From an optimization exercise on the open Yosys and OpenROAD flow, aimed at small area and a short achievable clock period; shortcuts taken in it are not production practice.
Function was checked by simulation only, so behaviour that the tests miss may differ from the original.
Power and IR drop assume default switching activity.

`flow/design.v`:
```
module FullAdder( a, b, cin, sum, cout ) ;
  input a, b, cin ;
  output sum, cout ;
  assign sum =  a ^ b ^ cin ;
  assign cout = a & b | a & cin | b & cin ;
endmodule 
module Mux5( addout, subout, sltout, andout, orout, s, y ) ;
  input addout, subout, sltout, andout, orout ;
  input [2:0] s ;
  output y ;
  parameter AND = 3'b000;
  parameter OR  = 3'b001;
  parameter ADD = 3'b010;
  parameter SUB = 3'b110;
  parameter SLT = 3'b111;
  wire  a,b,c,d,e ;
  assign a = s == AND ? 1 : 0 ;
  assign b = s == OR ? 1 : 0 ;
  assign c = s == ADD ? 1 : 0 ;
  assign d = s == SUB ? 1 : 0 ;
  assign e = s == SLT ? 1 : 0 ;
  assign y = a ? andout : b ? orout : c ? addout : d ? subout : e ? sltout : 1'b0 ;
endmodule 
module ALUbit( ai, bi, ci, Signal, bitOut, cout, less, set );
input less ;
input ai, bi, ci ;
input [2:0] Signal ;
output bitOut, cout ;
output set ;
parameter AND = 3'b000;
parameter OR  = 3'b001;
parameter ADD = 3'b010;
parameter SUB = 3'b110;
parameter SLT = 3'b111;
wire addsubout, andout, orout, sltout ;
wire temp ;
assign sltout = less ;
assign andout = ai & bi ;
assign orout = ai | bi ;
assign set = addsubout ;
wire binvert = Signal == ADD ? 0 : 1 ;
wire binvertB = bi ^ binvert ;
FullAdder a1( ai, binvertB, ci, addsubout, cout ) ;
Mux5 m5( addsubout, addsubout, sltout, andout, orout, Signal, temp ) ;
assign bitOut = temp ;
endmodule
module alu(ctl, a, b, result, zero) ;
input [31:0] a ;
input [31:0] b ;
input [2:0] ctl ;
output [31:0] result ;
output zero ;
wire [31:0] temp ;
parameter AND = 3'b000;
parameter OR  = 3'b001;
parameter ADD = 3'b010;
parameter SUB = 3'b110;
parameter SLT = 3'b111;
wire [31:0] c ;  
assign c[0] = ctl == ADD ? 1'b0 : 1'b1 ; 
wire cout ;      
wire set  ;      
ALUbit f0( a[0], b[0],  c[0], ctl, temp[0], c[1], set, ) ;
ALUbit f1( a[1], b[1],  c[1], ctl, temp[1], c[2], 1'b0, ) ;
ALUbit f2( a[2], b[2],  c[2], ctl, temp[2], c[3], 1'b0, ) ;
ALUbit f3( a[3], b[3],  c[3], ctl, temp[3], c[4], 1'b0, ) ;
ALUbit f4( a[4], b[4],  c[4], ctl, temp[4], c[5], 1'b0, ) ;
ALUbit f5( a[5], b[5],  c[5], ctl, temp[5], c[6], 1'b0, ) ;
ALUbit f6( a[6], b[6],  c[6], ctl, temp[6], c[7], 1'b0, ) ;
ALUbit f7( a[7], b[7],  c[7], ctl, temp[7], c[8], 1'b0, ) ;
ALUbit f8( a[8], b[8],  c[8], ctl, temp[8], c[9], 1'b0, ) ;
ALUbit f9( a[9], b[9],  c[9], ctl, temp[9], c[10], 1'b0, ) ;
ALUbit f10( a[10], b[10],  c[10], ctl, temp[10], c[11], 1'b0, ) ;
ALUbit f11( a[11], b[11],  c[11], ctl, temp[11], c[12], 1'b0, ) ;
ALUbit f12( a[12], b[12],  c[12], ctl, temp[12], c[13], 1'b0, ) ;
ALUbit f13( a[13], b[13],  c[13], ctl, temp[13], c[14], 1'b0, ) ;
ALUbit f14( a[14], b[14],  c[14], ctl, temp[14], c[15], 1'b0, ) ;
ALUbit f15( a[15], b[15],  c[15], ctl, temp[15], c[16], 1'b0, ) ;
ALUbit f16( a[16], b[16],  c[16], ctl, temp[16], c[17], 1'b0, ) ;
ALUbit f17( a[17], b[17],  c[17], ctl, temp[17], c[18], 1'b0, ) ;
ALUbit f18( a[18], b[18],  c[18], ctl, temp[18], c[19], 1'b0, ) ;
ALUbit f19( a[19], b[19],  c[19], ctl, temp[19], c[20], 1'b0, ) ;
ALUbit f20( a[20], b[20],  c[20], ctl, temp[20], c[21], 1'b0, ) ;
ALUbit f21( a[21], b[21],  c[21], ctl, temp[21], c[22], 1'b0, ) ;
ALUbit f22( a[22], b[22],  c[22], ctl, temp[22], c[23], 1'b0, ) ;
ALUbit f23( a[23], b[23],  c[23], ctl, temp[23], c[24], 1'b0, ) ;
ALUbit f24( a[24], b[24],  c[24], ctl, temp[24], c[25], 1'b0, ) ;
ALUbit f25( a[25], b[25],  c[25], ctl, temp[25], c[26], 1'b0, ) ;
ALUbit f26( a[26], b[26],  c[26], ctl, temp[26], c[27], 1'b0, ) ;
ALUbit f27( a[27], b[27],  c[27], ctl, temp[27], c[28], 1'b0, ) ;
ALUbit f28( a[28], b[28],  c[28], ctl, temp[28], c[29], 1'b0, ) ;
ALUbit f29( a[29], b[29],  c[29], ctl, temp[29], c[30], 1'b0, ) ;
ALUbit f30( a[30], b[30],  c[30], ctl, temp[30], c[31], 1'b0, ) ;
ALUbit f31( a[31], b[31],  c[31], ctl, temp[31], cout, 1'b0, set ) ;
assign zero = ctl == SUB ? ( temp == 32'd0 ? 1'b1 : 1'b0 ) : 1'b0 ;  
assign result = ctl == SLT ? ( temp[0] ? 32'd1 : 32'd0 ) : temp ;
endmodule
module alu_ctl( ALUOp, Funct, ALUOperation, sllMuxDst );
    input [1:0] ALUOp;
    input [5:0] Funct;
    output [2:0] ALUOperation;
    reg    [2:0] ALUOperation;
	output sllMuxDst ;
    parameter F_add = 6'd32;
    parameter F_sub = 6'd34;
    parameter F_and = 6'd36;
    parameter F_or  = 6'd37;
    parameter F_slt = 6'd42;
    parameter F_sll = 6'd00 ;
    parameter ALU_add = 3'b010;
    parameter ALU_sub = 3'b110;
    parameter ALU_and = 3'b000;
    parameter ALU_or  = 3'b001;
    parameter ALU_slt = 3'b111;
    always @(ALUOp or Funct)
    begin
        case (ALUOp)
            2'b00 : ALUOperation = ALU_add;
            2'b01 : ALUOperation = ALU_sub;
			2'b11 : ALUOperation = ALU_or;   
            2'b10 : case (Funct)
                        F_add : ALUOperation = ALU_add;
                        F_sub : ALUOperation = ALU_sub;
                        F_and : ALUOperation = ALU_and;
                        F_or  : ALUOperation = ALU_or;
                        F_slt : ALUOperation = ALU_slt;
                        default ALUOperation = ALU_and;
                    endcase
            default ALUOperation = ALU_and;
        endcase
    end
	assign sllMuxDst = ( ALUOp == 2'b10 && Funct == F_sll ) ? 1'b1 : 1'b0 ;
endmodule
module control_single( opcode, RegDst, ALUSrc, MemtoReg, RegWrite,
					   MemRead, MemWrite, Branch, Jump, ALUOp, BneDst, ExtndDst);
    input[5:0] opcode;
    output RegDst, ALUSrc, MemtoReg, RegWrite, MemRead, MemWrite, Branch, Jump, BneDst, ExtndDst;
   output[1:0] ALUOp;
    reg RegDst, ALUSrc, MemtoReg, RegWrite, MemRead, MemWrite, Branch, Jump, BneDst, ExtndDst;
    reg[1:0] ALUOp;
    parameter R_FORMAT = 6'd0;
    parameter LW = 6'd35;
    parameter SW = 6'd43;
    parameter BEQ = 6'd4;
	parameter J = 6'd2;
    parameter BNE = 6'd5 ;
	parameter ORI = 6'd13 ;
    always @( opcode ) begin
        case ( opcode )
          R_FORMAT :
          begin
				RegDst = 1'b1; ALUSrc = 1'b0; MemtoReg = 1'b0; RegWrite = 1'b1; MemRead = 1'b0;
				MemWrite = 1'b0; Branch = 1'b0; Jump = 1'b0; ALUOp = 2'b10; BneDst = 1'b0 ; ExtndDst = 1'b0 ;
          end
          LW :
          begin
				RegDst = 1'b0; ALUSrc = 1'b1; MemtoReg = 1'b1; RegWrite = 1'b1; MemRead = 1'b1;
				MemWrite = 1'b0; Branch = 1'b0; Jump = 1'b0; ALUOp = 2'b00; BneDst = 1'b0 ; ExtndDst = 1'b0 ;
          end
          SW :
          begin
				RegDst = 1'b0; ALUSrc = 1'b1; MemtoReg = 1'b0; RegWrite = 1'b0; MemRead = 1'b0;
				MemWrite = 1'b1; Branch = 1'b0; Jump = 1'b0; ALUOp = 2'b00; BneDst = 1'b0 ; ExtndDst = 1'b0 ;
          end
          BEQ :
          begin
				RegDst = 1'b0; ALUSrc = 1'b0; MemtoReg = 1'b0; RegWrite = 1'b0; MemRead = 1'b0;
				MemWrite = 1'b0; Branch = 1'b1; Jump = 1'b0; ALUOp = 2'b01; BneDst = 1'b0 ; ExtndDst = 1'b0 ;
          end
		  J :
		  begin
				RegDst = 1'b0; ALUSrc = 1'b0; MemtoReg = 1'b0; RegWrite = 1'b0; MemRead = 1'b0;
				MemWrite = 1'b0; Branch = 1'b1; Jump = 1'b1; ALUOp = 2'b01; BneDst = 1'b0 ; ExtndDst = 1'b0 ;
		  end
		  BNE :
		  begin
				RegDst = 1'b0; ALUSrc = 1'b0; MemtoReg = 1'b0; RegWrite = 1'b0; MemRead = 1'b0;
				MemWrite = 1'b0; Branch = 1'b1; Jump = 1'b0; ALUOp = 2'b01; BneDst = 1'b1 ; ExtndDst = 1'b0 ;
		  end
		  ORI :
		  begin
				RegDst = 1'b0; ALUSrc = 1'b1; MemtoReg = 1'b0; RegWrite = 1'b1; MemRead = 1'b0;
				MemWrite = 1'b0; Branch = 1'b0; Jump = 1'b0; ALUOp = 2'b11 ; BneDst = 1'b0 ; ExtndDst = 1'b1 ;
		  end
          default
          begin
				RegDst=1'b0; ALUSrc=1'b0; MemtoReg=1'b0; RegWrite=1'b0; MemRead=1'b0;
				MemWrite=1'b0; Branch=1'b0; Jump = 1'b0; ALUOp = 2'b00; BneDst = 1'b0 ; ExtndDst = 1'b0 ;
          end
        endcase
    end
endmodule
module Shifter( in, shamt, Signal, out, reset );
input reset ;
input [31:0] in ;
input [31:0] shamt ;
input [5:0] Signal ;
output [31:0] out ;
wire [31:0] outLeft ;
wire [31:0] temp ;
parameter SLL = 6'b000000;
wire s0, s1, s2, s3, s4, s5 ;
wire [25:0] s6 ;
wire [31:0] tempOutLeft0, tempOutLeft1, tempOutLeft2, tempOutLeft3, tempOutLeft4 ;
assign s0 = shamt[0] ;
assign s1 = shamt[1] ;
assign s2 = shamt[2] ;
assign s3 = shamt[3] ;
assign s4 = shamt[4] ;
assign s5 = shamt[5] ;
assign tempOutLeft0 = s0 ? { in[30:0], 1'b0 } : in;
assign tempOutLeft1 = s1 ? { tempOutLeft0[29:0], 2'b0 } : tempOutLeft0 ;
assign tempOutLeft2 = s2 ? { tempOutLeft1[27:0], 4'b0 } : tempOutLeft1 ;
assign tempOutLeft3 = s3 ? { tempOutLeft2[23:0], 8'b0 } : tempOutLeft2 ;
assign tempOutLeft4 = s4 ? { tempOutLeft3[15:0], 16'b0 } : tempOutLeft3 ;
assign outLeft = s5 ? 32'b0 : tempOutLeft4 ;
assign temp = ( Signal == SLL ) ? outLeft : 32'b0 ;
assign out = temp ;
endmodule
module add32(a, b, result);
  input [31:0] a, b;
  output [31:0] result;
  assign result = a + b;
endmodule
module mux2( sel, a, b, y );
    parameter bitwidth=32;
    input sel;
    input  [bitwidth-1:0] a, b;
    output [bitwidth-1:0] y;
    assign y = sel ? b : a;
endmodule
module reg32 ( clk, rst, en_reg, d_in, d_out );
    input clk, rst, en_reg;
    input[31:0]	d_in;
    output[31:0] d_out;
    reg [31:0] d_out;
    always @( posedge clk ) begin
        if ( rst )
			d_out <= 32'b0;
        else if ( en_reg )
			d_out <= d_in;
    end
endmodule
module sign_extend( immed_in, ext_immed_out, extndDecide );
	input[15:0] immed_in;
	input extndDecide ;  
	output[31:0] ext_immed_out;
	assign ext_immed_out = extndDecide ? { {16{1'b0}}, immed_in } : { {16{immed_in[15]}}, immed_in };
endmodule
module reg_file( clk, RegWrite, RN1, RN2, WN, WD, RD1, RD2 );
	input clk;
	input RegWrite;
	input[4:0] RN1, RN2, WN;
	input[31:0] WD;
	output[31:0] RD1, RD2;
	reg[31:0] RD1, RD2;
	reg[31:0] file_array[31:1];
	always @( RN1 or file_array[RN1] ) begin
		if ( RN1 == 0 )
			RD1 = 32'd0;
		else
			RD1 = file_array[RN1];
	end
	always @( RN2 or file_array[RN2] ) begin
		if ( RN2 == 0 )
			RD2 = 32'd0;
		else
			RD2 = file_array[RN2];
	end
	always @( posedge clk ) begin
		if ( RegWrite && (WN != 0) ) begin
			file_array[WN] <= WD;
		end
	end
endmodule
module if_id (  clk, rst, en_reg, add32_in, add32_out, insmem_in, insmem_out, jmpaddr_in, jmpaddr_out );
    input clk, rst, en_reg;
    input[31:0]	insmem_in, add32_in;
	input[25:0] jmpaddr_in ;
	output[25:0] jmpaddr_out ;
	reg[25:0] jmpaddr_out ;
    output[31:0] insmem_out, add32_out;
    reg [31:0] insmem_out, add32_out;
    always @( posedge clk ) begin
        if ( rst )
			jmpaddr_out <= 26'b0;
        else if ( en_reg )
			jmpaddr_out <= jmpaddr_in;
    end
    always @( posedge clk ) begin
        if ( rst )
			insmem_out <= 32'b0;
        else if ( en_reg )
			insmem_out <= insmem_in;
    end
    always @( posedge clk ) begin
        if ( rst )
			add32_out <= 32'b0;
	else if ( en_reg )
			add32_out <= add32_in;
    end
endmodule 
module id_ex (  clk, rst, en_reg, add32_tin, add32_tout, rfrd_out1, rfrd_out2, rfrd_in1, rfrd_in2, 
			    extnd_out, extnd_in, rt_in, rd_in, rt_out, rd_out,
				RegDst_in, ALUSrc_in, MemtoReg_in, RegWrite_in,
				MemRead_in, MemWrite_in, Branch_in, BneDst_in, ALUOp_in, funct_in,
				RegDst_out, ALUSrc_out, MemtoReg_out, RegWrite_out, MemRead_out, MemWrite_out,
				Branch_out, BneDst_out, ALUOp_out, funct_out, Jump_in, Jump_out, jmpaddr_in, jmpaddr_out, shamt_32bits_in, shamt_32bits_out );
    input clk, rst, en_reg ;
    input[31:0]	 add32_tin ;
    output[31:0]  add32_tout ;
    output[31:0] rfrd_out1, rfrd_out2, extnd_out;
    reg [31:0] rfrd_out1, rfrd_out2, add32_tout, extnd_out;
	input[1:0] ALUOp_in;
    input RegDst_in, ALUSrc_in, MemtoReg_in, RegWrite_in, MemRead_in, MemWrite_in, Branch_in, BneDst_in, Jump_in ;
	input [5:0]funct_in;
	output[1:0] ALUOp_out;
	output RegDst_out, ALUSrc_out, MemtoReg_out, RegWrite_out, MemRead_out, MemWrite_out, Branch_out, BneDst_out, Jump_out;
    input [31:0] rfrd_in1, rfrd_in2, extnd_in;
	input [4:0] rt_in, rd_in ;
	output[4:0] rt_out, rd_out ;
	output [5:0]funct_out;
	reg[4:0] rt_out, rd_out ;
	reg RegDst_out, ALUSrc_out, MemtoReg_out, RegWrite_out, MemRead_out, MemWrite_out, Branch_out, BneDst_out, Jump_out ;
	reg[1:0] ALUOp_out;
	reg[5:0]funct_out;
	input[31:0] jmpaddr_in ;
	output[31:0] jmpaddr_out ;
	reg[31:0] jmpaddr_out ;
	input[31:0] shamt_32bits_in ;
	output[31:0] shamt_32bits_out ;
	reg[31:0] shamt_32bits_out ;
	always @( posedge clk ) begin
        if ( rst )
			shamt_32bits_out <= 31'd0;
        else if ( en_reg )
			shamt_32bits_out <= shamt_32bits_in;
    end
    always @( posedge clk ) begin
        if ( rst )
			jmpaddr_out <= 31'd0;
        else if ( en_reg )
			jmpaddr_out <= jmpaddr_in;
    end
   always @( posedge clk ) begin
        if ( rst )
			rt_out <= 32'b0;
        else if ( en_reg )
			rt_out <= rt_in;
    end
	always @( posedge clk ) begin
        if ( rst )
			rd_out <= 32'b0;
        else if ( en_reg )
			rd_out <= rd_in;
    end
    always @( posedge clk ) begin
        if ( rst )
			rfrd_out1 <= 32'b0;
        else if ( en_reg )
			rfrd_out1 <= rfrd_in1;
    end
    always @( posedge clk ) begin
        if ( rst )
			rfrd_out2 <= 32'b0;
        else if ( en_reg )
			rfrd_out2 <= rfrd_in2;
    end
    always @( posedge clk ) begin
        if ( rst )
			add32_tout <= 32'b0;
	else if ( en_reg )
			add32_tout <= add32_tin;
    end
    always @( posedge clk ) begin
        if ( rst )
			extnd_out <= 32'b0;
	else if ( en_reg )
			extnd_out <= extnd_in;
    end	
    always @( posedge clk ) begin
        if ( rst )
		    RegDst_out <= 1'd0;
		else if ( en_reg )
			RegDst_out <= RegDst_in;
    end
	always @( posedge clk ) begin
        if ( rst )
		    ALUSrc_out <= 1'd0;
		else if ( en_reg )
			ALUSrc_out <= ALUSrc_in;
    end
	always @( posedge clk ) begin
        if ( rst )
		    MemtoReg_out <= 1'd0;
		else if ( en_reg )
			MemtoReg_out <= MemtoReg_in;
    end
	always @( posedge clk ) begin
        if ( rst )
		    RegWrite_out <= 1'd0;
		else if ( en_reg )
			RegWrite_out <= RegWrite_in;
    end
	always @( posedge clk ) begin
        if ( rst )
		    MemRead_out <= 1'd0;
		else if ( en_reg )
			MemRead_out <= MemRead_in;
    end
	always @( posedge clk ) begin
        if ( rst )
		    MemWrite_out <= 1'd0;
		else if ( en_reg )
			MemWrite_out <= MemWrite_in;
    end
	always @( posedge clk ) begin
        if ( rst )
		    Branch_out <= 1'd0;
		else if ( en_reg )
			Branch_out <= Branch_in;
    end 
	always @( posedge clk ) begin
        if ( rst )
		    BneDst_out <= 1'd0;
		else if ( en_reg )
			BneDst_out <= BneDst_in;
    end
	always @( posedge clk ) begin
        if ( rst )
		    ALUOp_out <= 2'd0;
		else if ( en_reg )
			ALUOp_out <= ALUOp_in;
    end
	always @( posedge clk ) begin
        if ( rst )
		    funct_out <= 5'd0;
		else if ( en_reg )
			funct_out <= funct_in;
    end
	always @( posedge clk ) begin
        if ( rst )
		    Jump_out <= 1'd0;
		else if ( en_reg )
			Jump_out <= Jump_in;
    end
endmodule  
module ex_mem (  clk, rst, en_reg, add32three_in, add32three_out, zero_in, zero_out, alu_in, alu_out,EMrd_out2, EMrd_in2, rfile_wn_in, rfile_wn_out, 
                 in_shiftCtl, out_shiftCtl, 
                 in_wb_regwrite, in_wb_memtoreg, in_m_branch, in_m_memread, in_m_mem,
                 out_wb_regwrite, out_wb_memtoreg, out_m_branch, Jump_in, Jump_out, out_m_memread, out_m_mem, jmpaddr_in, jmpaddr_out,
                 shifter_dataout_in, shifter_dataout_out );
    input clk, rst, en_reg, zero_in;
	input[4:0] rfile_wn_in ;
    input[31:0] add32three_in, alu_in, EMrd_in2;
    output[31:0] alu_out, add32three_out , EMrd_out2;
	output[4:0]  rfile_wn_out ;
	output zero_out ;
    reg [31:0] alu_out, add32three_out, EMrd_out2;
    reg[4:0]  rfile_wn_out ;
	reg zero_out ;
	input[31:0] jmpaddr_in ;
	output[31:0] jmpaddr_out ;
	reg[31:0] jmpaddr_out ;
	input[31:0] shifter_dataout_in ;
	output[31:0] shifter_dataout_out ;
	reg[31:0] shifter_dataout_out ;
	input in_wb_regwrite, in_wb_memtoreg, in_m_branch, in_m_memread, in_m_mem, Jump_in, in_shiftCtl ;
	output out_wb_regwrite, out_wb_memtoreg, out_m_branch, out_m_memread, out_m_mem, Jump_out, out_shiftCtl;
	reg out_wb_regwrite, out_wb_memtoreg, out_m_branch, out_m_memread, out_m_mem, Jump_out, out_shiftCtl ;
	always @( posedge clk ) begin
        if ( rst )
			shifter_dataout_out <= 32'b0;
        else if ( en_reg )
			shifter_dataout_out <= shifter_dataout_in;
    end
	always @( posedge clk ) begin
        if ( rst )
			jmpaddr_out <= 31'b0;
        else if ( en_reg )
			jmpaddr_out <= jmpaddr_in;
    end
    always @( posedge clk ) begin
        if ( rst )
			zero_out <= 32'b0;
        else if ( en_reg )
			zero_out <= zero_in;
    end
	always @( posedge clk ) begin
        if ( rst )
			rfile_wn_out <= 32'b0;
        else if ( en_reg )
			rfile_wn_out <= rfile_wn_in;
    end
    always @( posedge clk ) begin
        if ( rst )
			alu_out <= 32'b0;
        else if ( en_reg )
			alu_out <= alu_in;
    end
    always @( posedge clk ) begin
        if ( rst )
			add32three_out <= 32'b0;
	else if ( en_reg )
			add32three_out <= add32three_in;
    end
    always @( posedge clk ) begin
        if ( rst )
			EMrd_out2 <= 32'b0;
        else if ( en_reg )
			EMrd_out2 <= EMrd_in2;
    end
	always @( posedge clk ) begin
        if ( rst )
			out_wb_regwrite <= 1'b0;
        else if ( en_reg )
			out_wb_regwrite <= in_wb_regwrite;
    end
	always @( posedge clk ) begin
        if ( rst )
			out_wb_memtoreg <= 1'b0;
        else if ( en_reg )
			out_wb_memtoreg <= in_wb_memtoreg;
    end
	always @( posedge clk ) begin
        if ( rst )
			out_m_branch <= 1'b0;
        else if ( en_reg )
			out_m_branch <= in_m_branch;
    end
	always @( posedge clk ) begin
        if ( rst )
			out_m_memread <= 1'b0;
        else if ( en_reg )
			out_m_memread <= in_m_memread;
    end
	always @( posedge clk ) begin
        if ( rst )
			out_m_mem <= 1'b0;
        else if ( en_reg )
			out_m_mem <= in_m_mem;
    end	
	always @( posedge clk ) begin
        if ( rst )
			Jump_out <= 1'b0;
        else if ( en_reg )
			Jump_out <= Jump_in;
    end	
	always @( posedge clk ) begin
        if ( rst )
			out_shiftCtl <= 1'b0;
        else if ( en_reg )
			out_shiftCtl <= in_shiftCtl;
    end	
endmodule  
module mem_wb (  clk, rst, en_reg, alutwo_in, alutwo_out,DataMemoryRd_out, DataMemoryRd_in, rfile_wn_in, rfile_wn_out, in_shiftCtl, out_shiftCtl, 
                 MW_MemtoReg_in, MW_RegWrite_in, MW_MemtoReg_out, MW_RegWrite_out, shifter_dataout_in, shifter_dataout_out );
    input clk, rst, en_reg;
	input[4:0] rfile_wn_in ;
    input[31:0]	alutwo_in, DataMemoryRd_in;
    output[31:0] alutwo_out, DataMemoryRd_out;
	output[4:0]  rfile_wn_out ;
    reg [31:0] alutwo_out, DataMemoryRd_out;
	reg[4:0]  rfile_wn_out ;
    input MW_MemtoReg_in, MW_RegWrite_in, in_shiftCtl;
	output MW_MemtoReg_out, MW_RegWrite_out, out_shiftCtl;
	reg MW_MemtoReg_out, MW_RegWrite_out, out_shiftCtl;
	input[31:0] shifter_dataout_in ;
	output[31:0] shifter_dataout_out ;
	reg[31:0] shifter_dataout_out ;
	always @( posedge clk ) begin
        if ( rst )
			shifter_dataout_out <= 32'b0;
        else if ( en_reg )
			shifter_dataout_out <= shifter_dataout_in;
    end
    always @( posedge clk ) begin
        if ( rst )
			rfile_wn_out <= 32'b0;
        else if ( en_reg )
			rfile_wn_out <= rfile_wn_in;
    end
    always @( posedge clk ) begin
        if ( rst )
			alutwo_out <= 32'b0;
        else if ( en_reg )
			alutwo_out <= alutwo_in;
    end
    always @( posedge clk ) begin
        if ( rst )
			DataMemoryRd_out <= 32'b0;
        else if ( en_reg )
			DataMemoryRd_out <= DataMemoryRd_in;
    end
	always @( posedge clk ) begin
        if ( rst )
		    MW_MemtoReg_out <= 1'd0;
		else if ( en_reg )
		    MW_MemtoReg_out <= MW_MemtoReg_in;
    end
	always @( posedge clk ) begin
        if ( rst )
		    MW_RegWrite_out <= 1'd0;
		else if ( en_reg )
			MW_RegWrite_out <= MW_RegWrite_in;
    end
	always @( posedge clk ) begin
        if ( rst )
		    out_shiftCtl <= 1'd0;
		else if ( en_reg )
			out_shiftCtl <= in_shiftCtl;
    end
endmodule  
module mips_single( clk, rst, imem_addr, imem_rdata, dmem_addr, dmem_wdata, dmem_re, dmem_we, dmem_rdata,
                    rf_we, rf_waddr, rf_wdata );
	input clk, rst;
	output [31:0] imem_addr;
	input  [31:0] imem_rdata;
	output [31:0] dmem_addr, dmem_wdata;
	output dmem_re, dmem_we;
	input  [31:0] dmem_rdata;
	output rf_we;
	output [4:0] rf_waddr;
	output [31:0] rf_wdata;
	wire[31:0] right_instr_from_IFID_to_IDEX, right_instr_from_IFID_to_IDEX_to_IFID;
	wire [5:0] opcode, funct;
    wire [4:0] rs, rt, rt_from_IDEX_to_EXMEM, rd, rd_from_IDEX_to_EXMEM, shamt;
    wire [15:0] immed;
    wire [31:0] extend_immed, extend_immed_from_IDEX_to_EXMEM, b_offset;
    wire [25:0] jumpoffset, jumpoffset_to_IFID;
    wire [4:0] rfile_wn, rfile_wn_from_EXMEM_to_MEMWB, rfile_wn_from_MEMWB ;
    wire [31:0] rfile_rd1, rfile_rd1_from_IDEX_to_EXMEM, rfile_rd2, rfile_rd2_from_IDEX_to_EXMEM, rfile_rd2_from_EXMEM_to_MEMWB, WRMUX_out, rfile_wd, alu_b, alu_out, alu_out_from_EXMEM_to_MEMWB, alu_out_from_MEMWB, b_tgt, b_tgt_from_EXMEM_to_MEMWB, pc_next,
                pc, pc_incr_to_IFID, pc_incr_form_IFID_to_IDEX, pc_incr_form_IDEX_to_EXMEM, dmem_rdata_from_MEMWB, jump_addr, jump_addr_from_IDEX_to_EXMEM, jump_addr_from_EXMEM_to_MEMWB, branch_addr;
    wire RegWrite, Branch, PCSrc, RegDst, MemtoReg, MemRead, MemWrite, ALUSrc, Zero, zero_from_EXMEM_to_MEMWB, Jump;
    wire [1:0] ALUOp;
    wire [2:0] Operation;
	wire ControlToIDEX_RegWrite, ControlToIDEX_MemtoReg, ControlToIDEX_MemRead, ControlToIDEX_MemWrite, ControlToIDEX_Branch, ControlToIDEX_Jump ;
    wire ControlToIDEX_RegDst  ;
    wire [1:0]ControlToIDEX_ALUOp;
	wire ControlToIDEX_ALUSrc, ControlToIDEX_BneDst ;
    wire IDEXtoEXMEM_RegWrite, 	IDEXtoEXMEM_MemtoReg, IDEXtoEXMEM_MemRead, IDEXtoEXMEM_MemWrite, IDEXtoEXMEM_Branch;
	wire IDEXtoEXMEM_Jump ;
	wire EXMEMtoMEMWB_RegWrite, EXMEMtoMEMWB_MemtoReg ;
	wire [31:0] shamt_32bits, shamt_32bits_from_IDEX_to_EXMEM , shifter_dataout, shifter_dataout_from_EXMEM_to_MEMWB, shifter_dataout_from_MEMWB ;
	wire srlDst_toEXMEM, EXMEMtoMEMWB_srlDst, shiftDst ;
	wire ExtndDst, BneDst, ZeroSrc ;
    assign opcode = right_instr_from_IFID_to_IDEX[31:26];
    assign rs = right_instr_from_IFID_to_IDEX[25:21];
    assign rt = right_instr_from_IFID_to_IDEX[20:16];
    assign rd = right_instr_from_IFID_to_IDEX[15:11];
    assign shamt = right_instr_from_IFID_to_IDEX[10:6];
	assign shamt_32bits = { 27'b000_0000_0000_0000_0000_0000_0000, shamt } ;
    assign immed = right_instr_from_IFID_to_IDEX[15:0];
    assign jumpoffset = right_instr_from_IFID_to_IDEX_to_IFID[25:0];
    assign b_offset = extend_immed_from_IDEX_to_EXMEM << 2;
	assign jump_addr = { pc_incr_form_IFID_to_IDEX[31:28], jumpoffset_to_IFID, 2'b00 };
	assign imem_addr = pc;
	assign right_instr_from_IFID_to_IDEX_to_IFID = imem_rdata;
	assign dmem_addr = alu_out_from_EXMEM_to_MEMWB;
	assign dmem_wdata = rfile_rd2_from_EXMEM_to_MEMWB;
	assign dmem_re = MemRead;
	assign dmem_we = MemWrite;
	assign rf_we = RegWrite && ( rfile_wn_from_MEMWB != 5'd0 );
	assign rf_waddr = rfile_wn_from_MEMWB;
	assign rf_wdata = rfile_wd;
	reg32 PC( .clk(clk), .rst(rst), .en_reg(1'b1), .d_in(pc_next), .d_out(pc) );
	sign_extend SignExt( .immed_in(immed), .ext_immed_out(extend_immed), .extndDecide(ExtndDst)  );
	add32 PCADD( .a(pc), .b(32'd4), .result(pc_incr_to_IFID) );
	if_id if_id_complement(  .clk(clk), .rst(rst), .en_reg(1'b1), .add32_in(pc_incr_to_IFID), .add32_out(pc_incr_form_IFID_to_IDEX),
	                         .insmem_in(right_instr_from_IFID_to_IDEX_to_IFID), .insmem_out(right_instr_from_IFID_to_IDEX) , .jmpaddr_in(jumpoffset), .jmpaddr_out(jumpoffset_to_IFID));
	id_ex id_ex_complement(  .clk(clk), .rst(rst), .en_reg(1'b1), .add32_tin(pc_incr_form_IFID_to_IDEX), .add32_tout(pc_incr_form_IDEX_to_EXMEM),
	                         .rfrd_out1( rfile_rd1_from_IDEX_to_EXMEM ), .rfrd_out2( rfile_rd2_from_IDEX_to_EXMEM ), .rfrd_in1(rfile_rd1),
							 .rfrd_in2(rfile_rd2), .extnd_out( extend_immed_from_IDEX_to_EXMEM ), .extnd_in(extend_immed), .rt_in(rt), .rd_in(rd),
							 .rt_out(rt_from_IDEX_to_EXMEM), .rd_out(rd_from_IDEX_to_EXMEM ),
							 .RegDst_in(ControlToIDEX_RegDst), .ALUSrc_in(ControlToIDEX_ALUSrc), .MemtoReg_in(ControlToIDEX_MemtoReg),
							 .RegWrite_in(ControlToIDEX_RegWrite), .MemRead_in(ControlToIDEX_MemRead), .MemWrite_in(ControlToIDEX_MemWrite),
							 .Branch_in(ControlToIDEX_Branch), .BneDst_in(ControlToIDEX_BneDst), .ALUOp_in(ControlToIDEX_ALUOp), .funct_in(right_instr_from_IFID_to_IDEX[5:0]),
							 .RegDst_out(RegDst), .ALUSrc_out(ALUSrc), .MemtoReg_out(IDEXtoEXMEM_MemtoReg),
							 .RegWrite_out(IDEXtoEXMEM_RegWrite), .MemRead_out(IDEXtoEXMEM_MemRead), .MemWrite_out(IDEXtoEXMEM_MemWrite),
							 .Branch_out(IDEXtoEXMEM_Branch), .BneDst_out(BneDst), .ALUOp_out(ALUOp), .funct_out(funct), .Jump_in(ControlToIDEX_Jump), .Jump_out( IDEXtoEXMEM_Jump ),
							 .jmpaddr_in(jump_addr), .jmpaddr_out(jump_addr_from_IDEX_to_EXMEM) , .shamt_32bits_in(shamt_32bits), .shamt_32bits_out(shamt_32bits_from_IDEX_to_EXMEM) );
	ex_mem ex_mem_complement(  .clk(clk), .rst(rst), .en_reg(1'b1), .add32three_in(b_tgt), .add32three_out( b_tgt_from_EXMEM_to_MEMWB ),
							   .zero_in(ZeroSrc), .zero_out(zero_from_EXMEM_to_MEMWB), .alu_in(alu_out),
							   .alu_out( alu_out_from_EXMEM_to_MEMWB ), .EMrd_out2( rfile_rd2_from_EXMEM_to_MEMWB ),
							   .EMrd_in2( rfile_rd2_from_IDEX_to_EXMEM ), .rfile_wn_in( rfile_wn), .rfile_wn_out( rfile_wn_from_EXMEM_to_MEMWB),
							   .in_shiftCtl(srlDst_toEXMEM), .out_shiftCtl(EXMEMtoMEMWB_srlDst),
							   .in_wb_regwrite(IDEXtoEXMEM_RegWrite), .in_wb_memtoreg(IDEXtoEXMEM_MemtoReg), .in_m_branch(IDEXtoEXMEM_Branch),
							   .in_m_memread(IDEXtoEXMEM_MemRead), .in_m_mem(IDEXtoEXMEM_MemWrite),
							   .out_wb_regwrite(EXMEMtoMEMWB_RegWrite), .out_wb_memtoreg(EXMEMtoMEMWB_MemtoReg), .out_m_branch(Branch), .Jump_in( IDEXtoEXMEM_Jump ), .Jump_out( Jump ),
							   .out_m_memread(MemRead), .out_m_mem(MemWrite), .jmpaddr_in(jump_addr_from_IDEX_to_EXMEM), .jmpaddr_out(jump_addr_from_EXMEM_to_MEMWB),
                               .shifter_dataout_in(shifter_dataout), .shifter_dataout_out(shifter_dataout_from_EXMEM_to_MEMWB)  );
	mem_wb mem_wb_complement(  .clk(clk), .rst(rst), .en_reg(1'b1), .alutwo_in( alu_out_from_EXMEM_to_MEMWB ),
							  .alutwo_out( alu_out_from_MEMWB ) , .DataMemoryRd_out( dmem_rdata_from_MEMWB ),
							  .DataMemoryRd_in( dmem_rdata ),.rfile_wn_in( rfile_wn_from_EXMEM_to_MEMWB),
							  .rfile_wn_out( rfile_wn_from_MEMWB ) ,
                              .in_shiftCtl(EXMEMtoMEMWB_srlDst), .out_shiftCtl(shiftDst),
							  .MW_MemtoReg_in(EXMEMtoMEMWB_MemtoReg), .MW_RegWrite_in(EXMEMtoMEMWB_RegWrite),
	                          .MW_MemtoReg_out(MemtoReg), .MW_RegWrite_out(RegWrite), .shifter_dataout_in(shifter_dataout_from_EXMEM_to_MEMWB), .shifter_dataout_out(shifter_dataout_from_MEMWB) );
    add32 BRADD( .a(pc_incr_form_IDEX_to_EXMEM), .b(b_offset), .result(b_tgt) );
    alu ALU( .ctl(Operation), .a(rfile_rd1_from_IDEX_to_EXMEM), .b(alu_b), .result(alu_out), .zero(Zero) );
    and BR_AND(PCSrc, Branch, zero_from_EXMEM_to_MEMWB);
    mux2 #(32) SHIFTER_MUX( .sel(shiftDst), .a(WRMUX_out), .b(shifter_dataout_from_MEMWB), .y(rfile_wd) ) ;
	mux2 #(1) BENMUX( .sel(BneDst), .a(Zero), .b(~Zero), .y(ZeroSrc) ) ;
    mux2 #(5) RFMUX( .sel(RegDst), .a(rt_from_IDEX_to_EXMEM), .b(rd_from_IDEX_to_EXMEM), .y(rfile_wn) );
    mux2 #(32) PCMUX( .sel(PCSrc), .a(pc_incr_to_IFID), .b(b_tgt_from_EXMEM_to_MEMWB), .y(branch_addr) );
	mux2 #(32) JMUX( .sel(Jump), .a(branch_addr), .b(jump_addr_from_EXMEM_to_MEMWB), .y(pc_next) );
    mux2 #(32) ALUMUX( .sel(ALUSrc), .a(rfile_rd2_from_IDEX_to_EXMEM), .b(extend_immed_from_IDEX_to_EXMEM), .y(alu_b) );
    mux2 #(32) WRMUX( .sel(MemtoReg), .a(alu_out_from_MEMWB), .b(dmem_rdata_from_MEMWB), .y(WRMUX_out) );
    control_single CTL(.opcode(opcode), .RegDst(ControlToIDEX_RegDst), .ALUSrc(ControlToIDEX_ALUSrc), .MemtoReg(ControlToIDEX_MemtoReg),
                       .RegWrite(ControlToIDEX_RegWrite), .MemRead(ControlToIDEX_MemRead), .MemWrite(ControlToIDEX_MemWrite), .Branch(ControlToIDEX_Branch),
                       .Jump(ControlToIDEX_Jump), .ALUOp(ControlToIDEX_ALUOp), .BneDst(ControlToIDEX_BneDst), .ExtndDst(ExtndDst) );
    alu_ctl ALUCTL( .ALUOp(ALUOp), .Funct(funct), .ALUOperation(Operation), .sllMuxDst(srlDst_toEXMEM));
	reg_file RegFile( .clk(clk), .RegWrite(RegWrite), .RN1(rs), .RN2(rt), .WN(rfile_wn_from_MEMWB),
					  .WD(rfile_wd), .RD1(rfile_rd1), .RD2(rfile_rd2) );
    Shifter shifter_complement( .in(rfile_rd2_from_IDEX_to_EXMEM), .shamt(shamt_32bits_from_IDEX_to_EXMEM), .Signal(funct), .out(shifter_dataout), .reset(rst) ) ;
endmodule
```
`flow/run.sh`:
```
#!/bin/bash
# synth_recipe.tcl (not shown) runs the flow's synth.tcl, then flattens the netlist and writes it again
# the make line also repeats each setting of config.mk as NAME=value (left out here)
make -C /OpenROAD-flow-scripts/flow DESIGN_CONFIG=/design/flow/config.mk WORK_HOME=/design/flow/orfs CLKGATE_MAP_FILE= SYNTH_SCRIPT=/design/flow/synth_recipe.tcl finish
```
`flow/config.mk`:
```
export PLATFORM = sky130hd
export DESIGN_NAME = mips_single
export DESIGN_NICKNAME = mips_single
export VERILOG_FILES = /design/flow/design.v
export SDC_FILE = /design/flow/constraint.sdc
export NUM_CORES = 4
export LEC_CHECK = 0
export CAP_MARGIN = 20
export CORE_MARGIN = 2
export CORE_UTILIZATION = 40
export PLACE_DENSITY = 0.6
export SLEW_MARGIN = 20
```
`flow/constraint.sdc`:
```
create_clock -name core_clock -period 15.0 [get_ports {clk}]
set_input_delay 3.0000 -clock core_clock [delete_from_list [all_inputs] [get_ports {clk}]]
set_output_delay 3.0000 -clock core_clock [all_outputs]
set_load 0.01 [all_outputs]
```
==> out/metrics.cfg <==
[synth]
postSynthCellCount = 4684
ys_top_cells_by_count = edfxtp_1, dfxtp_1, nor2_1
yosysWarnings = 8
ys_ff_latch = 1495
yosysTopAreaCell = edfxtp_1
synth_edf_count = 992
synthTopCellsByArea = edfxtp_1, dfxtp_1, mux4_2, mux2i_1, nor2b_1
yosysTopAreaCellShare_pct = 45.1
async_flop_share_pct = 0
yosysUniqueCellTypes = 70
syn_nets = 4811
postSynthAreaPerCell_um2 = 14.1
yosysSeqAreaShare_pct = 60.4
synth_ff_type = edfxtp_1
syn_area_um2 = 66000
synth_most_common_cell = edfxtp_1

[place]
dpl-instance-area_um2 = 71100
hpwl_um = 122000
post-place-ws_ns = -0.272
routabilityCongestion = 0.922
io_buffers = 201

[job]
max-cap-violations = 0

[floorplanning]
ioPinCount = 202
dieArea_um2 = 168000
coreArea_um2 = 164000
die_h_um = 410
rows = 149
die_w_um = 410
start_util_pct = 40.2

[setup_path]
critPathMaxStageDelay_ns = 0.55
cp_slowest_cell = or4b_4
timing.reg2reg.setup_slack_ns = 0.40
worstSetupPathType = reg2reg
reg2reg_to = ex_mem_complement.zero_out
timing.rr.start = id_ex_complement.jmpaddr_out[2]
cp_num_buf_inv = 0
start_kind = register
crit_family = adder cells
worstPathRequired_ns = 15.68
reg2reg_depth = 39
worstPathArrival_ns = 15.28
cp-end-kind = register
crit_fanout = 3
crit_top_cell = fa_2

[timing]
hold_viol_final = 0
setup_ws_ns = 0.402
fin_crit_sh_pct = 97.3
fin_skew_ns = 0.0311
maxSlewHeadroom_pct = 10.1
tightest_slew_ns = 1.33
slew_violations = 0
fmax_mhz = 68.5
rsz0062_at_grt = false
whs_ns = 0.434
period_minus_slack_ns = 14.60
setup_viol = 0

[pwr]
peakVddDrop_v = 0.0000976
p_sw_share_pct = 25.0
p_int_mw = 7.14
power_frac_clock_pct = 41.0
p_comb_share_pct = 10.7
power_switching_mw = 2.38
powerDensity_nw_per_um2 = 125
total_power_mw = 9.52
p_leak_nw = 25.4
pwr-share-seq_pct = 48.3

[min_path]
hold_path.class = reg2reg
hp-start = id_ex_complement.jmpaddr_out[25]
min_to = ex_mem_complement.jmpaddr_out[25]
hold_depth = 1

[clock_network]
postCtsSetupRepairBufs = 0
cts_tree = built
cts_sinks = 1495
root_buffer = clkbuf_16
path_clk_slew_ns = 0.06
h-tree-depth = 4
clkLatencyLatePin_ns = 0.80
cts-buffers-inserted = 159
cts_buffer_depth = 3
cts_hold_buffers = 0

[global_route]
met3_usage_pct = 4.66
antenna_found_initial = 12
met1_usage_pct = 31.7
grt_pass1_wl_um = 292000
grt-ovfl-total = 0
grtUsageMet2_pct = 38.4
track_usage_pct = 23.8
gr-max-usage-layer = met2
grt_max_degree = 123
grt_pass1_vias = 42200

[final_layout]
drive_above_1_share_pct = 18.1
syn_to_final_growth_pct = 15.7
regArea_um2 = 39900
final_cell_area_um2 = 76400
fillers = 14300
multi_input_area_um2 = 25400
antennaDiodeCount = 0
nNetsFinal = 4986

[route]
vias = 42200
drt_iter0_drc = 4733
detail-route-antenna-nets = 0
drt-total-wl_um = 202000
wl_per_cell_um = 28.2
drc_errors = 0
first_pass_iters = 7
via_per_inst = 5.88

[outcome]
status = finished clean

## layer usage
layer	wire [um]	vias up	share of wire (%)
li1	-	18300	-
met1	82100	21700	41
met2	95900	1852	47
met3	16800	378	8.3
met4	7580	6	3.7
met5	41	-	0.020
## registers in the layout, summed over array words and instances, names as in the netlist, 30 cells and up, named ones only
name and flops:
ex_mem_complement.alu_out 32, ex_mem_complement.EMrd_out2 32, mem_wb_complement.shifter_dataout_out 32, id_ex_complement.rfrd_out2 32, ex_mem_complement.jmpaddr_out 30, RegFile.file_array 992
mem_wb_complement.DataMemoryRd_out 32, mem_wb_complement.alutwo_out 32, if_id_complement.add32_out 32, ex_mem_complement.add32three_out 32, id_ex_complement.rfrd_out1 32, PC.d_out 30
ex_mem_complement.shifter_dataout_out 32
## timing repair
action	in CTS	in global routing
endpoints found under the setup margin	1	1
pin swaps	3	3
gates resized for setup	7	10
## how the worst max path moves through the flow
stage,start,end,slack (ns),depth (start not counted)
3_3_place_gp,id_ex_complement.jmpaddr_out[2],ex_mem_complement.zero_out,-0.18,43
4_1_cts,id_ex_complement.jmpaddr_out[2],ex_mem_complement.zero_out,0.03,43
6_report,id_ex_complement.jmpaddr_out[2],ex_mem_complement.zero_out,0.40,39
2_1_floorplan,id_ex_complement.jmpaddr_out[2],ex_mem_complement.zero_out,0.008,41
3_5_place_dp,id_ex_complement.jmpaddr_out[2],ex_mem_complement.zero_out,-0.27,43
5_1_grt,id_ex_complement.jmpaddr_out[2],ex_mem_complement.zero_out,0.04,39
## cells by family (layout without fill, tap and decap cells)
group / Yosys count / in the layout / share of synthesized area, %
mux: 807 / 807 / 19.9
flops: 1495 / 1495 / 60.4
compound gates: 771 / 771 / 7.23
simple gates: 1124 / 1124 / 7.98
buf+inv: 350 / 655 / 2.03
xor+xnor: 76 / 76 / 1.01
fa+ha+maj: 61 / 61 / 1.51
## power groups by stage
stage | combinational [mW] | sequential, mW | clock (mW)
2_1_floorplan | 0.613 | 4.64 | 0
3_3_place_gp | 0.990 | 4.68 | 0
3_5_place_dp | 1.00 | 4.68 | 0
4_1_cts | 1.01 | 4.60 | 3.96
5_1_grt | 1.09 | 4.60 | 4.11
6_report | 1.02 | 4.60 | 3.90
## layout by cell type, fill, tap and decap left out, types with 31 or more instances in the layout
master,netlist,routed
edfxtp_1,992,992
dfxtp_1,503,489
mux4_2,403,403
mux2i_1,396,396
nor2_1,421,388
a21oi_1,307,306
nand2_1,286,284
nor2b_1,287,284
clkdlybuf4s50_1,0,200
clkbuf_16,0,166
buf_4,2,138
o21ai_0,143,106
o211ai_1,70,70
a221oi_1,64,64
a22oi_1,64,64
xor2_1,58,58
a211oi_1,35,35
clkbuf_1,236,35
nor2_4,0,33
clkinv_1,1,32
o21ai_2,0,31
## cell type report
type	count	share of cell area, %
Sequential cell	1495	52.2
Multi-Input combinational cell	2839	33.2
Clock buffer	209	5.75
Timing Repair Buffer	342	4.07
Tap cell	2189	3.59
Clock inverter	82	1.01
Inverter	22	0.108
## stage by stage
step | std cells | TNS (ns) | util [%]
4_1_cts | 7177 | 0 | 46.4
6_report | 7178 | 0 | 46.5
5_1_grt | 7178 | 0 | 46.5
3_3_place_gp | 6886 | -0.178 | 43.2
2_1_floorplan | 4684 | 0 | -
3_5_place_dp | 6886 | -0.272 | 43.3

-- what the ideal ports hide --
Ports are ideal in the flow. The routed layout listed here was re-timed in OpenROAD.
Step 1 sets driving cells, clkbuf_16 on the clock port and buf_2 on the other inputs (assumed; they add their load-dependent delay and slew).
Step 2 moves the port delays by t, midway between the first and last clock arrival at a register: inputs arrive t later, outputs are due t later. That takes back most of the time a late clock gives input paths.
a / b / c = ideal ports / drivers / drivers and shift; a / b = the first two.
shift t [ns]: 0.875
slack for setup (ns): 0.402 / 0.402 / 0.402
hold WS [ns]: 0.434 / 0.434 / 0.434
worst setup path at the end: register to register
clock arrival spread, ns: 0.035 / 0.035
After both steps this run still meets setup and hold. For this run, drivers alone change the setup slack by 0.000 ns; drivers and shift together by 0.000 ns.
